Source: an optimization exercise on an open RTL-to-GDS flow (aim: small area, a short achievable clock period and few clock cycles per item). Production flows keep margins and buffers that such runs may drop.
RTL that was checked went through simulation tests only; none was proved equivalent to the original.

==> try-xenon <==
## fast_power
module fast_power (
    input             clk,
    input             rst,
    input             start,
    input      [31:0] base,
    input      [31:0] exponent,
    output     [31:0] result,
    output reg        done
);
==> module fast_power, before the edit <==
module fast_power (
    input             clk,
    input             rst,
    input             start,
    input      [31:0] base,
    input      [31:0] exponent,
    output     [31:0] result,
    output reg        done
);
  reg        busy;
  reg        r_one;    
  reg        op_r;     
  reg [31:0] e;        
  reg        b_s;
  reg  [7:0] b_e;
  reg        b_l;
  reg [22:0] b_f;
  reg        r_s;
  reg  [7:0] r_e;
  reg        r_l;
  reg [22:0] r_f;
  assign result = {r_s, r_e, r_f};
  wire b_den  = ~b_l & (|b_f);           
  wire r_den  = ~r_l & (|r_f);
  wire e_zero = ~(|e);
  wire e_last = ~(|e[31:1]);
  wire        x_s = op_r ? r_s : b_s;
  wire  [7:0] x_e = op_r ? r_e : b_e;
  wire        x_l = op_r ? r_l : b_l;
  wire [22:0] x_f = op_r ? r_f : b_f;
  wire [47:0] p;
  fpu_multiply mul (.x(b_f), .y(x_f), .p(p));
  wire        m_zero = ~(x_l & b_l);
  wire  [7:0] e_hi   = x_e + b_e + 8'd130;           
  wire  [7:0] e_lo   = x_e + b_e + 8'd129;
  wire  [7:0] m_e    = m_zero ? 8'd0 : (p[47] ? e_hi : e_lo);
  wire [22:0] m_f    = m_zero ? 23'd0 : (p[47] ? p[46:24] : p[45:23]);
  wire        m_s    = x_s ^ b_s;
  wire        m_l    = ~m_zero & (p[47] ? (|e_hi) : (|e_lo));
  wire do_bnorm = b_den;
  wire do_rnorm = ~b_den & op_r & r_den;
  wire do_rmul  = ~b_den & op_r & ~r_den;
  wire do_step  = ~b_den & ~op_r & ~e_zero;    
  wire do_copy  = do_step & e[0] & r_one;
  wire finish   = e_zero | ((do_rmul | do_step) & e_last);
  always @(posedge clk) begin
    if (rst) begin
      busy <= 1'b0;
      done <= 1'b0;
    end else if (!busy) begin
      if (done) begin
        if (!start) done <= 1'b0;
      end else if (start) begin
        busy <= 1'b1;
      end
    end else if (!start) begin
      busy <= 1'b0;
    end else if (finish) begin
      busy <= 1'b0;
      done <= 1'b1;
    end
  end
  always @(posedge clk) begin
    if (!busy) begin
      if (!done && start) begin
        e     <= exponent;
        b_s   <= base[31];
        b_e   <= base[30:23];
        b_l   <= |base[30:23];
        b_f   <= base[22:0];
        r_s   <= 1'b0;
        r_e   <= 8'd127;
        r_l   <= 1'b1;
        r_f   <= 23'd0;
        r_one <= 1'b1;
        op_r  <= 1'b0;
      end
    end else begin
      if (do_bnorm) begin
        {b_l, b_f} <= {b_f, 1'b0};
        b_e        <= b_e - 8'd1;
      end
      if (do_rnorm) begin
        {r_l, r_f} <= {r_f, 1'b0};
        r_e        <= r_e - 8'd1;
      end
      if (do_rmul) begin
        r_s  <= m_s;
        r_e  <= m_e;
        r_l  <= m_l;
        r_f  <= m_f;
        op_r <= 1'b0;
      end
      if (do_step) begin
        if (do_copy) begin
          r_s   <= b_s;
          r_e   <= b_e;
          r_l   <= b_l;
          r_f   <= b_f;
          r_one <= 1'b0;
        end
        b_s  <= m_s;
        b_e  <= m_e;
        b_l  <= m_l;
        b_f  <= m_f;
        e    <= e >> 1;
        op_r <= e[1] & ~(r_one & ~e[0]);
      end
    end
  end
endmodule
Settings: LEC_CHECK=0, ABC_AREA=1, CAP_MARGIN=40, CORE_MARGIN=2, CORE_UTILIZATION=40, SLEW_MARGIN=40; clock period 24.0 ns.
run.sh (not shown) runs the stock make flow with config.mk's settings and CLKGATE_MAP_FILE= SYNTH_SCRIPT=/design/flow/synth_recipe.tcl, a recipe that flattens the netlist after the stock synthesis.
==> inputs of try-yarrow, as changes to try-xenon <==
--- a/flow/design.v
+++ b/flow/design.v
@@ -978,7 +978,7 @@
   wire        x_l = op_r ? r_l : b_l;
   wire [22:0] x_f = op_r ? r_f : b_f;
   wire [47:0] p;
-  fpu_multiply mul (.x(b_f), .y(x_f), .p(p));
+  fpu_multiply mul (.x(x_f), .y(b_f), .p(p));
   wire        m_zero = ~(x_l & b_l);
   wire  [7:0] e_hi   = x_e + b_e + 8'd130;           
   wire  [7:0] e_lo   = x_e + b_e + 8'd129;
@@ -986,12 +986,37 @@
   wire [22:0] m_f    = m_zero ? 23'd0 : (p[47] ? p[46:24] : p[45:23]);
   wire        m_s    = x_s ^ b_s;
   wire        m_l    = ~m_zero & (p[47] ? (|e_hi) : (|e_lo));
-  wire do_bnorm = b_den;
-  wire do_rnorm = ~b_den & op_r & r_den;
-  wire do_rmul  = ~b_den & op_r & ~r_den;
-  wire do_step  = ~b_den & ~op_r & ~e_zero;    
+  wire cap      = ~busy & ~done;               
+  wire do_bnorm = busy & b_den;
+  wire do_rnorm = busy & ~b_den & op_r & r_den;
+  wire do_rmul  = busy & ~b_den & op_r & ~r_den;
+  wire do_step  = busy & ~b_den & ~op_r & ~e_zero;    
   wire do_copy  = do_step & e[0] & r_one;
   wire finish   = e_zero | ((do_rmul | do_step) & e_last);
+  wire [32:0] b_v    = {b_s, b_e, b_l, b_f};
+  wire [32:0] r_v    = {r_s, r_e, r_l, r_f};
+  wire [32:0] m_v    = {m_s, m_e, m_l, m_f};
+  wire [32:0] base_v = {base[31], base[30:23], |base[30:23], base[22:0]};
+  wire [32:0] one_v  = {1'b0, 8'd127, 1'b1, 23'd0};
+  wire [32:0] b_sh   = {b_s, b_e - 8'd1, b_f, 1'b0};
+  wire [32:0] r_sh   = {r_s, r_e - 8'd1, r_f, 1'b0};
+  wire b_hold = ~(cap | do_bnorm | do_step);
+  wire r_hold = ~(cap | do_rnorm | do_rmul | do_copy);
+  wire [32:0] b_n = ({33{cap}} & base_v) | ({33{do_bnorm}} & b_sh) |
+                    ({33{do_step}} & m_v) | ({33{b_hold}} & b_v);
+  wire [32:0] r_n = ({33{cap}} & one_v) | ({33{do_rnorm}} & r_sh) |
+                    ({33{do_rmul}} & m_v) | ({33{do_copy}} & b_v) |
+                    ({33{r_hold}} & r_v);
+  wire        op_r_n  = cap ? 1'b0 :
+                        do_rmul ? 1'b0 :
+                        do_step ? (e[1] & ~(r_one & ~e[0])) : op_r;
+  wire        r_one_n = cap | (r_one & ~do_copy);
+  wire [31:0] e_n     = cap ? exponent : (do_step ? {1'b0, e[31:1]} : e);
+  always @(posedge clk) begin
+    {b_s, b_e, b_l, b_f} <= b_n;
+    {r_s, r_e, r_l, r_f} <= r_n;
+    e <= e_n;  op_r <= op_r_n;  r_one <= r_one_n;
+  end
   always @(posedge clk) begin
     if (rst) begin
       busy <= 1'b0;
@@ -1009,52 +1034,4 @@
       done <= 1'b1;
     end
   end
-  always @(posedge clk) begin
-    if (!busy) begin
-      if (!done && start) begin
-        e     <= exponent;
-        b_s   <= base[31];
-        b_e   <= base[30:23];
-        b_l   <= |base[30:23];
-        b_f   <= base[22:0];
-        r_s   <= 1'b0;
-        r_e   <= 8'd127;
-        r_l   <= 1'b1;
-        r_f   <= 23'd0;
-        r_one <= 1'b1;
-        op_r  <= 1'b0;
-      end
-    end else begin
-      if (do_bnorm) begin
-        {b_l, b_f} <= {b_f, 1'b0};
-        b_e        <= b_e - 8'd1;
-      end
-      if (do_rnorm) begin
-        {r_l, r_f} <= {r_f, 1'b0};
-        r_e        <= r_e - 8'd1;
-      end
-      if (do_rmul) begin
-        r_s  <= m_s;
-        r_e  <= m_e;
-        r_l  <= m_l;
-        r_f  <= m_f;
-        op_r <= 1'b0;
-      end
-      if (do_step) begin
-        if (do_copy) begin
-          r_s   <= b_s;
-          r_e   <= b_e;
-          r_l   <= b_l;
-          r_f   <= b_f;
-          r_one <= 1'b0;
-        end
-        b_s  <= m_s;
-        b_e  <= m_e;
-        b_l  <= m_l;
-        b_f  <= m_f;
-        e    <= e >> 1;
-        op_r <= e[1] & ~(r_one & ~e[0]);
-      end
-    end
-  end
 endmodule
- CAP_MARGIN: 40 -> 60
- SLEW_MARGIN: 40 -> 75
==> flow_summary_export.csv <==
group,metric,value,unit
logic_synthesis,yosys-top-cells-count,"657 x sky130_fd_sc_hd__nand2_1, 426 x sky130_fd_sc_hd__inv_1, 271 x sky130_fd_sc_hd__xor2_1",
logic_synthesis,synth_simple_gate_area_share,20.5,%
finish,antenna_cells,0,
drt,met3_wirelength,7.67,mm
logic_synthesis,synth_xor_xnor_area_share,11.5,%
status,run_status,"complete, no violations",
The numbers above come from try-yarrow.

==> flow_summary_export.csv <==
group,metric,value,unit
setup_path,reg2reg_slack,14670,ps
die,tap_cells,748,
sta,slew_viol_final,0,
drt,met3_wirelength,9.27,mm
logic_synthesis,synth_xor_xnor_area_share,11.2,%
logic_synthesis,synth_simple_gate_area_share,20.3,%
clocking,clk_pin_slew_worst_paths,80,ps
status,run_status,"complete, no violations",
logic_synthesis,yosys-top-cells-count,"644 x sky130_fd_sc_hd__nand2_1, 444 x sky130_fd_sc_hd__inv_1, 272 x sky130_fd_sc_hd__xor2_1",
setup_path,critical-path-top-delay-family,"adder cells",
die,dieArea,58000,um^2
drt,routedWlPerCell,23.8,um
The numbers above come from try-xenon.

No run of this note included a check of the RTL's function; only the layout flow was run.

==> v16: inputs <==
Another version of the RTL of fast_power (not shown whole).
// fast_power
module fast_power (
    input             clk,
    input             rst,
    input             start,
    input      [31:0] base,
    input      [31:0] exponent,
    output     [31:0] result,
    output reg        done
);
  reg        busy;
  reg        r_one;    
  reg        op_r;     
  reg [31:0] e;        
  reg        b_s;
  reg  [7:0] b_e;
  reg        b_l;
  reg [22:0] b_f;
  reg        r_s;
  reg  [7:0] r_e;
  reg        r_l;
  reg [22:0] r_f;
  assign result = {r_s, r_e, r_f};
  wire b_den  = ~b_l & (|b_f);           
  wire r_den  = ~r_l & (|r_f);
  wire e_zero = ~(|e);
  wire e_last = ~(|e[31:1]);
  wire        x_s = op_r ? r_s : b_s;
  wire  [7:0] x_e = op_r ? r_e : b_e;
  wire        x_l = op_r ? r_l : b_l;
  wire [22:0] x_f = op_r ? r_f : b_f;
  wire [47:0] p;
  fpu_multiply mul (.x(x_f), .y(b_f), .p(p));
  wire        m_zero = ~(x_l & b_l);
  wire  [7:0] e_hi   = x_e + b_e + 8'd130;           
  wire  [7:0] e_lo   = x_e + b_e + 8'd129;
  ...
Settings: LEC_CHECK=0, ABC_AREA=1, CAP_MARGIN=60, CORE_MARGIN=2, CORE_UTILIZATION=40, SLEW_MARGIN=80; clock period 24.0 ns.
standard.sh (not shown) runs the stock make flow with config.mk's settings and CLKGATE_MAP_FILE= SYNTH_SCRIPT=/design/flow/synth_recipe.tcl, a recipe that flattens the netlist after the stock synthesis.
==> flow/flow/run.sh <==
#!/bin/bash
# Standard layout with two changes: the port buffers are buf_1 cells instead
# of the default delay buffers, and after the standard synthesis the netlist's
# inverters around full adders are removed by flow/fa_polarity.py (a full
# adder with all inputs inverted gives both outputs inverted). Each tool's
# output goes to a log file of its own here.
set -euo pipefail
export BUFFER_PORTS_ARGS="-buffer_cell sky130_fd_sc_hd__buf_1"
bash standard.sh synth > synth.log 2>&1
R=orfs/results/sky130hd/fast_power/base
cp $R/1_2_yosys.v 1_2_yosys.standard.v
python3 flow/fa_polarity.py 1_2_yosys.standard.v $R/1_2_yosys.v > fa_polarity.log 2>&1
rm -f $R/1_synth.odb $R/1_synth.sdc
bash standard.sh > layout.log 2>&1
Other scripts of this flow, unchanged in this note and not shown: flow/flow/fa_polarity.py
==> v6 (differences from v16) <==
- SLEW_MARGIN: 80 -> 70
==> v33 (differences from v16) <==
- CORE_UTILIZATION: 40 -> 60
- PLACE_DENSITY: unset -> 0.75
- SLEW_MARGIN: 80 -> 75
==> v10 (differences from v16) <==
- CAP_MARGIN: 60 -> 80
- SLEW_MARGIN: 80 -> 75
==> notes <==
Non-clock buffer count: v6 < v33 < v16 < v10. v33 finished with timing, DRC and antenna clean. v6 completed without violations. v10 completed with no timing, DRC or antenna violations. v16 completed without violations. Sequential share of layout area: v33 > v6 > v16 > v10. Cell area, highest first: v10, v16, v33, v6.
Testbench counts of v16, summed over its fixed seeds: cycles 59,928, items 2,400.
Testbench counts of v6, summed over its fixed seeds: cycles 59,928, items 2,400.
Testbench counts of v33, summed over its fixed seeds: cycles 59,928, items 2,400.
Testbench counts of v10, summed over its fixed seeds: cycles 59,928, items 2,400.

==> run a: inputs <==
Another version of the RTL of fast_power (not shown whole).
==> module fast_power, before the edit <==
module fast_power (
    input             clk,
    input             rst,
    input             start,
    input      [31:0] base,
    input      [31:0] exponent,
    output     [31:0] result,
    output reg        done
);
  reg        busy;
  reg        r_one;    
  reg        op_r;     
  reg [31:0] e;        
  reg        b_s;
  reg  [7:0] b_e;
  reg        b_l;
  reg [22:0] b_f;
  reg        r_s;
  reg  [7:0] r_e;
  reg        r_l;
  reg [22:0] r_f;
  assign result = {r_s, r_e, r_f};
  wire b_den  = ~b_l & (|b_f);           
  wire r_den  = ~r_l & (|r_f);
  wire e_zero = ~(|e);
  wire e_last = ~(|e[31:1]);
  wire        x_s = op_r ? r_s : b_s;
  wire  [7:0] x_e = op_r ? r_e : b_e;
  wire        x_l = op_r ? r_l : b_l;
  reg  [22:0] x_f;
  wire [47:0] p;
  fpu_multiply mul (.x(x_f), .y(b_f), .p(p));
  wire        m_zero = ~(x_l & b_l);
  wire  [7:0] e_hi   = x_e + b_e + 8'd130;           
  wire  [7:0] e_lo   = x_e + b_e + 8'd129;
  wire  [7:0] m_e    = m_zero ? 8'd0 : (p[47] ? e_hi : e_lo);
  wire [22:0] m_f    = m_zero ? 23'd0 : (p[47] ? p[46:24] : p[45:23]);
  wire        m_s    = x_s ^ b_s;
  wire        m_l    = ~m_zero & (p[47] ? (|e_hi) : (|e_lo));
  wire cap      = ~busy & ~done;               
  wire do_bnorm = busy & b_den;
  wire do_rnorm = busy & ~b_den & op_r & r_den;
  wire do_rmul  = busy & ~b_den & op_r & ~r_den;
  wire do_step  = busy & ~b_den & ~op_r & ~e_zero;    
  wire do_copy  = do_step & e[0] & r_one;
  wire finish   = e_zero | ((do_rmul | do_step) & e_last);
  wire [32:0] b_v    = {b_s, b_e, b_l, b_f};
  wire [32:0] r_v    = {r_s, r_e, r_l, r_f};
  wire [32:0] m_v    = {m_s, m_e, m_l, m_f};
  wire [32:0] base_v = {base[31], base[30:23], |base[30:23], base[22:0]};
  wire [32:0] one_v  = {1'b0, 8'd127, 1'b1, 23'd0};
  wire [32:0] b_sh   = {b_s, b_e - 8'd1, b_f, 1'b0};
  wire [32:0] r_sh   = {r_s, r_e - 8'd1, r_f, 1'b0};
  wire b_hold = ~(cap | do_bnorm | do_step);
  wire r_hold = ~(cap | do_rnorm | do_rmul | do_copy);
  wire [32:0] b_n = ({33{cap}} & base_v) | ({33{do_bnorm}} & b_sh) |
                    ({33{do_step}} & m_v) | ({33{b_hold}} & b_v);
  wire [32:0] r_n = ({33{cap}} & one_v) | ({33{do_rnorm}} & r_sh) |
                    ({33{do_rmul}} & m_v) | ({33{do_copy}} & b_v) |
                    ({33{r_hold}} & r_v);
  wire        x_m   = do_step & ~op_r_n;
  wire [32:0] b_ea  = ({33{cap}} & base_v) | ({33{do_bnorm}} & b_sh) | ({33{~cap & ~do_bnorm}} & b_v);
  wire [32:0] r_ea  = ({33{cap}} & one_v) | ({33{do_rnorm}} & r_sh) | ({33{do_copy}} & b_v) |
                      ({33{~cap & ~do_rnorm & ~do_copy}} & r_v);
  wire [22:0] x_ea  = op_r_n ? r_ea[22:0] : b_ea[22:0];
  wire [22:0] x_n   = x_m ? m_v[22:0] : x_ea;
  wire        op_r_n  = cap ? 1'b0 :
                        do_rmul ? 1'b0 :
                        do_step ? (e[1] & ~(r_one & ~e[0])) : op_r;
  wire        r_one_n = cap | (r_one & ~do_copy);
  wire [31:0] e_n     = cap ? exponent : (do_step ? {1'b0, e[31:1]} : e);
  always @(posedge clk) begin
    {b_s, b_e, b_l, b_f} <= b_n;
    {r_s, r_e, r_l, r_f} <= r_n;
    e <= e_n;  op_r <= op_r_n;  r_one <= r_one_n;
    x_f <= x_n;
  end
  always @(posedge clk) begin
    if (rst) begin
      busy <= 1'b0;
      done <= 1'b0;
    end else if (!busy) begin
      if (done) begin
        if (!start) done <= 1'b0;
      end else if (start) begin
        busy <= 1'b1;
      end
    end else if (!start) begin
      busy <= 1'b0;
    end else if (finish) begin
      busy <= 1'b0;
      done <= 1'b1;
    end
  end
endmodule
==> flow/config.mk <==
export PLATFORM = sky130hd
export DESIGN_NAME = fast_power
export DESIGN_NICKNAME = fast_power
export VERILOG_FILES = /design/flow/design.v
export SDC_FILE = /design/flow/constraint.sdc
export NUM_CORES = 4
export LEC_CHECK = 0
export ABC_AREA = 1
export CAP_MARGIN = 60
export CORE_MARGIN = 2
export CORE_UTILIZATION = 40
export SLEW_MARGIN = 75
==> flow/constraint.sdc <==
create_clock -name core_clock -period 24.0 [get_ports {clk}]
set_input_delay 4.8000 -clock core_clock [delete_from_list [all_inputs] [get_ports {clk}]]
set_output_delay 4.8000 -clock core_clock [all_outputs]
set_load 0.01 [all_outputs]
Scripts as last shown in full above: flow/flow/run.sh
Other scripts of this flow, unchanged in this note and not shown: flow/flow/fa_polarity.py
==> run b (differences from run a) <==
--- a/flow/design.v
+++ b/flow/design.v
@@ -1281,7 +1281,7 @@
   wire        x_s = op_r ? r_s : b_s;
   wire  [7:0] x_e = op_r ? r_e : b_e;
   wire        x_l = op_r ? r_l : b_l;
-  reg  [22:0] x_f;
+  wire [22:0] x_f = op_r ? r_f : b_f;
   wire [47:0] p;
   fpu_multiply mul (.x(x_f), .y(b_f), .p(p));
   wire        m_zero = ~(x_l & b_l);
@@ -1312,12 +1312,6 @@
   wire [32:0] r_n = ({33{cap}} & one_v) | ({33{do_rnorm}} & r_sh) |
                     ({33{do_rmul}} & m_v) | ({33{do_copy}} & b_v) |
                     ({33{r_hold}} & r_v);
-  wire        x_m   = do_step & ~op_r_n;
-  wire [32:0] b_ea  = ({33{cap}} & base_v) | ({33{do_bnorm}} & b_sh) | ({33{~cap & ~do_bnorm}} & b_v);
-  wire [32:0] r_ea  = ({33{cap}} & one_v) | ({33{do_rnorm}} & r_sh) | ({33{do_copy}} & b_v) |
-                      ({33{~cap & ~do_rnorm & ~do_copy}} & r_v);
-  wire [22:0] x_ea  = op_r_n ? r_ea[22:0] : b_ea[22:0];
-  wire [22:0] x_n   = x_m ? m_v[22:0] : x_ea;
   wire        op_r_n  = cap ? 1'b0 :
                         do_rmul ? 1'b0 :
                         do_step ? (e[1] & ~(r_one & ~e[0])) : op_r;
@@ -1327,7 +1321,6 @@
     {b_s, b_e, b_l, b_f} <= b_n;
     {r_s, r_e, r_l, r_f} <= r_n;
     e <= e_n;  op_r <= op_r_n;  r_one <= r_one_n;
-    x_f <= x_n;
   end
   always @(posedge clk) begin
     if (rst) begin
--- a/flow/config.mk
+++ b/flow/config.mk
@@ -9,4 +9,6 @@
 export CAP_MARGIN = 60
 export CORE_MARGIN = 2
 export CORE_UTILIZATION = 40
+export GPL_ROUTABILITY_DRIVEN = 0
+export GPL_TIMING_DRIVEN = 1
 export SLEW_MARGIN = 75
==> results.txt <==
item                                                                        run a        run b
Run status                                       no timing/DRC/antenna violations  no timing/DRC/antenna violations
Number of well taps                                                           615          600
Dominant cell type by count on the critical path                          nand2_1         fa_1
Number of rows in the core area                                                80           78
Worst flop-to-flop path startpoint                                         b_f[1]       b_f[8]
Share of final layout cell area taken by clock buffers and inverters        2.83%        1.36%
Share of cell area taken by multi-input logic gates                         71.8%        74.2%
Critical register-to-register path endpoint                                r_f[8]      r_f[10]
Starting density of the core                                                40.6%        40.7%
Number of ordinary and repair buffers in the finished layout                  172          184
Number of buffer and inverter instances along the worst setup path              4            7
Footprint of the multi-input gates                                    16,100 um^2  15,800 um^2
Fmax                                                                      139 MHz      135 MHz
Testbench counts of run b, summed over its fixed seeds: cycles 59,928, items 2,400.
Only the layout flow was run in run a; the RTL was not checked for function there.

[what the ideal ports hide]
In the flow no input, the clock included, has a driving cell. The finished layouts below were timed again as built, in two steps.
Step 1: set_driving_cell puts a clkbuf_16 on clk and a buf_2 on each other input, an assumption about the parent block.
Step 2, shift: input delay + t, output delay - t, t = (earliest + latest rising clock arrival at the registers) / 2. This alone moves slack from input paths to output paths.
a / b / c = ideal ports / drivers / drivers and shift; a / b = the first two.
run | shift t [ns] | setup WS [ns] | worst hold slack (ns) | worst register clock-pin slew, ns | cell pins on the clock port's net
try-xenon | 0.407 | 14.673 / 14.673 / 14.673 | 0.532 / 0.532 / 0.532 | 0.08 / 0.08 | 1
try-yarrow | 0.417 | 16.790 / 16.790 / 16.790 | 0.485 / 0.485 / 0.485 | 0.09 / 0.09 | 1
v16 | 0.398 | 16.907 / 16.907 / 16.907 | 0.510 / 0.510 / 0.510 | 0.08 / 0.08 | 1
v6 | 0.397 | 16.620 / 16.620 / 16.620 | 0.508 / 0.508 / 0.508 | 0.08 / 0.08 | 1
v33 | 0.395 | 16.716 / 16.716 / 16.716 | 0.508 / 0.508 / 0.508 | 0.08 / 0.08 | 1
v10 | 0.402 | 16.871 / 16.871 / 16.871 | 0.515 / 0.515 / 0.515 | 0.08 / 0.08 | 1
run a | 0.475 | 16.796 / 16.796 / 16.796 | 0.480 / 0.480 / 0.480 | 0.07 / 0.07 | 1
run b | 0.399 | 16.616 / 16.616 / 16.616 | 0.508 / 0.508 / 0.508 | 0.08 / 0.08 | 1
After both steps setup and hold are still met in every run listed.
